What follows belongs to an exercise in optimizing a design on an open flow for small area and a short achievable clock period; a production flow would make more cautious choices.
In this exercise RTL edits were held to simulation tests only and were not proved equivalent to the original.
Power and IR drop assume default switching activity.

Design singlecycle, start of the top module:
module singlecycle (
    input  logic        i_clk, i_reset,
    input  logic [31:0] i_io_sw,
    input  logic [31:0] i_instr,
    output logic [31:0] o_pc_debug,
    output logic [31:0] o_io_ledr,
    output logic [31:0] o_io_ledg,
    output logic [31:0] o_io_lcd,
    output logic [31:0] o_io_hex0, o_io_hex1, o_io_hex2, o_io_hex3,
    output logic [31:0] o_io_hex4, o_io_hex5, o_io_hex6, o_io_hex7
);
Settings: LEC_CHECK=0, CAP_MARGIN=35, CORE_MARGIN=2, CORE_UTILIZATION=30, PLACE_DENSITY=0.55, SLEW_MARGIN=35, SYNTH_HIERARCHICAL=1; clock period 30.0 ns.
standard.sh (not shown) runs the stock make flow with config.mk's settings and CLKGATE_MAP_FILE= SYNTH_SCRIPT=/design/flow/synth_recipe.tcl, a recipe that flattens the netlist after the stock synthesis.
==> flow/flow/run.sh <==
#!/bin/bash
# Layout flow: the standard ORFS flow (standard.sh) with these changes:
#  - repair_timing aims at 20.5 ns of setup slack, so the resizer sizes and buffers
#    the critical paths instead of stopping once the 30 ns clock is met;
#  - clock tree sinks are clustered 25 to a buffer and CTS adds no dummy loads;
#  - ports are buffered with buf_1 cells.
# The synthesis, floorplan, power grid, SDC and clock period are the standard ones.
set -euo pipefail
export SETUP_SLACK_MARGIN=20.5
export CTS_ARGS="-sink_clustering_enable -repair_clock_nets -sink_clustering_size 25 -sink_clustering_max_diameter 100 -dont_use_dummy_load"
export BUFFER_PORTS_ARGS="-buffer_cell sky130_fd_sc_hd__buf_1"
bash standard.sh > standard.log 2>&1
Next try:
--- a/flow/flow/run.sh
+++ b/flow/flow/run.sh
@@ -2,3 +2,3 @@
 # Layout flow: the standard ORFS flow (standard.sh) with these changes:
-#  - repair_timing aims at 20.5 ns of setup slack, so the resizer sizes and buffers
+#  - repair_timing aims at 21.5 ns of setup slack, so the resizer sizes and buffers
 #    the critical paths instead of stopping once the 30 ns clock is met;
@@ -8,3 +8,3 @@
 set -euo pipefail
-export SETUP_SLACK_MARGIN=20.5
+export SETUP_SLACK_MARGIN=21.5
 export CTS_ARGS="-sink_clustering_enable -repair_clock_nets -sink_clustering_size 25 -sink_clustering_max_diameter 100 -dont_use_dummy_load"
Result: Global-route usage grows by 0.55 points; wire length grows by 2.0%; area after synthesis is unchanged; power grows by 0.93%.
Next try:
--- a/flow/flow/run.sh
+++ b/flow/flow/run.sh
@@ -2,3 +2,3 @@
 # Layout flow: the standard ORFS flow (standard.sh) with these changes:
-#  - repair_timing aims at 21.5 ns of setup slack, so the resizer sizes and buffers
+#  - repair_timing aims at 21 ns of setup slack, so the resizer sizes and buffers
 #    the critical paths instead of stopping once the 30 ns clock is met;
@@ -8,3 +8,3 @@
 set -euo pipefail
-export SETUP_SLACK_MARGIN=21.5
+export SETUP_SLACK_MARGIN=21
 export CTS_ARGS="-sink_clustering_enable -repair_clock_nets -sink_clustering_size 25 -sink_clustering_max_diameter 100 -dont_use_dummy_load"
Settings changed: CORE_UTILIZATION 30 to 45, PLACE_DENSITY 0.55 to 0.6.
What happened: Setup slack loses 34 ps. Die area drops by a quarter to a third. Total power drops slightly. Synthesized cell count stays the same. Count of clock-buffer cells in the layout climbs by 1. Clock skew drops by 92 ps. Global-route usage climbs by 13 points. Non-clock buffer count drops by 166.

---

Setup of raven:
Starting RTL as in the previous note.
Settings: LEC_CHECK=0, CAP_MARGIN=35, CORE_MARGIN=2, CORE_UTILIZATION=30, PLACE_DENSITY=0.62, SLEW_MARGIN=35, SYNTH_HIERARCHICAL=1; clock period 30.0 ns.
==> flow/flow/run.sh <==
#!/bin/bash
# Layout flow: the standard ORFS flow (standard.sh) with these changes:
#  - repair_timing aims at 21 ns of setup slack, so the resizer sizes and buffers
#    the critical paths instead of stopping once the 30 ns clock is met;
#  - clock tree sinks are clustered 25 to a buffer and CTS adds no dummy loads;
#  - ports are buffered with buf_1 cells.
# The synthesis, floorplan, power grid, SDC and clock period are the standard ones.
set -euo pipefail
export SETUP_SLACK_MARGIN=21
export CTS_ARGS="-sink_clustering_enable -repair_clock_nets -sink_clustering_size 25 -sink_clustering_max_diameter 100 -dont_use_dummy_load"
export BUFFER_PORTS_ARGS="-buffer_cell sky130_fd_sc_hd__buf_1"
bash standard.sh > standard.log 2>&1
raven closes out successfully: all stages finished, all timing, DRC and antenna checks passed.
Input-level comparison between pepper and raven:
- PLACE_DENSITY now 0.7, was 0.62
==> comparison <==
Status: final design utilization parity (pepper, raven). Final cell count: pepper vs raven — no meaningful difference. Relative to raven, the total of cells resized after clock tree synthesis measured on pepper has increased by more than a quarter. Of raven and pepper, pepper shows the lower number of diodes added for antenna fixing, with raven above it.

---

singlecycle, a different RTL version from the one above (not shown whole).
Size in the first run: roughly 11000 cells after synthesis, about 450 I/O pins, roughly 150000 um^2 of cells after synthesis.
==> flow/config.mk <==
export PLATFORM = sky130hd
export DESIGN_NAME = singlecycle
export DESIGN_NICKNAME = singlecycle
export VERILOG_FILES = /design/flow/design.v
export SDC_FILE = /design/flow/constraint.sdc
export NUM_CORES = 8
export LEC_CHECK = 0
export CAP_MARGIN = 35
export CORE_MARGIN = 2
export CORE_UTILIZATION = 30
export PLACE_DENSITY = 0.5
export SLEW_MARGIN = 35
export SYNTH_HIERARCHICAL = 1
==> flow/constraint.sdc <==
create_clock -name core_clock -period 30.0 [get_ports {i_clk}]
set_input_delay 6.0000 -clock core_clock [delete_from_list [all_inputs] [get_ports {i_clk}]]
set_output_delay 6.0000 -clock core_clock [all_outputs]
set_load 0.01 [all_outputs]
==> flow/flow/run.sh <==
#!/bin/bash
# Layout flow: the standard ORFS flow (standard.sh) with these changes:
#  - repair_timing aims at 21 ns of setup slack, so the resizer sizes and buffers
#    the critical paths instead of stopping once the 30 ns clock is met;
#  - clock tree sinks are clustered 25 to a buffer and CTS adds no dummy loads;
#  - ports are buffered with buf_2 cells.
# The synthesis, floorplan, power grid, SDC and clock period are the standard ones.
set -euo pipefail
export SETUP_SLACK_MARGIN=21
export CTS_ARGS="-sink_clustering_enable -repair_clock_nets -sink_clustering_size 25 -sink_clustering_max_diameter 100 -dont_use_dummy_load"
export BUFFER_PORTS_ARGS="-buffer_cell sky130_fd_sc_hd__buf_2"
bash standard.sh > standard.log 2>&1
The baseline went through all stages and came out clean.
Next try:
==> flow/flow/run.sh (replaced) <==
#!/bin/bash
# Layout flow: the standard ORFS flow (standard.sh) with these changes:
#  - repair_timing aims at 20 ns of setup slack, so the resizer sizes and buffers
#    the critical paths instead of stopping once the 30 ns clock is met;
#  - clock tree sinks are clustered 20 to a buffer and CTS adds no dummy loads;
#  - ports are buffered with buf_2 cells.
# The synthesis, floorplan, power grid, SDC and clock period are the standard ones.
set -euo pipefail
export SETUP_SLACK_MARGIN=20
export CTS_ARGS="-sink_clustering_enable -repair_clock_nets -sink_clustering_size 20 -sink_clustering_max_diameter 100 -dont_use_dummy_load"
export BUFFER_PORTS_ARGS="-buffer_cell sky130_fd_sc_hd__buf_2"
bash standard.sh > standard.log 2>&1
Effect:
- non-clock buffer count came out lower by 288
- total power goes up by 1.8%
- cell area fell by 2.9%
- worst hold slack got worse by 45 ps

==> separate check: timing with driven ports <==
No port has a modelled driver above. Below, the same layouts with a new extraction and two added sets of constraints. Step 1 assumes that a clkbuf_16 drives the clock port and a buf_2 every other input. Step 2 moves the port delays by t, midway between the first and last clock arrival at a register: inputs arrive t later, outputs are due t later. That takes back most of the time a late clock gives input paths. a / b / c = ideal ports / drivers / drivers and shift; a / b = the first two.
run	shift t [ns]	setup WS [ns]	hold slack, ns
the first run of note 1	1.048	20.313 / 20.364 / 19.316	0.528 / 0.528 / 0.528
the second run of note 1	1.070	20.360 / 20.073 / 19.004	0.544 / 0.544 / 0.544
the third run of note 1	1.018	20.325 / 20.394 / 19.377	0.556 / 0.556 / 0.556
raven	1.022	20.448 / 20.509 / 19.487	0.506 / 0.506 / 0.506
pepper	0.986	20.303 / 20.349 / 19.363	0.533 / 0.533 / 0.533
the first run of note 3	1.022	20.484 / 20.212 / 19.189	0.554 / 0.554 / 0.554
the second run of note 3	1.056	19.903 / 19.884 / 18.828	0.509 / 0.509 / 0.509
After both steps setup and hold are still met in every run listed. The setup slack of the second run of note 1, which loses most, moves by -0.287 ns with the drivers and by -1.356 ns with both steps.
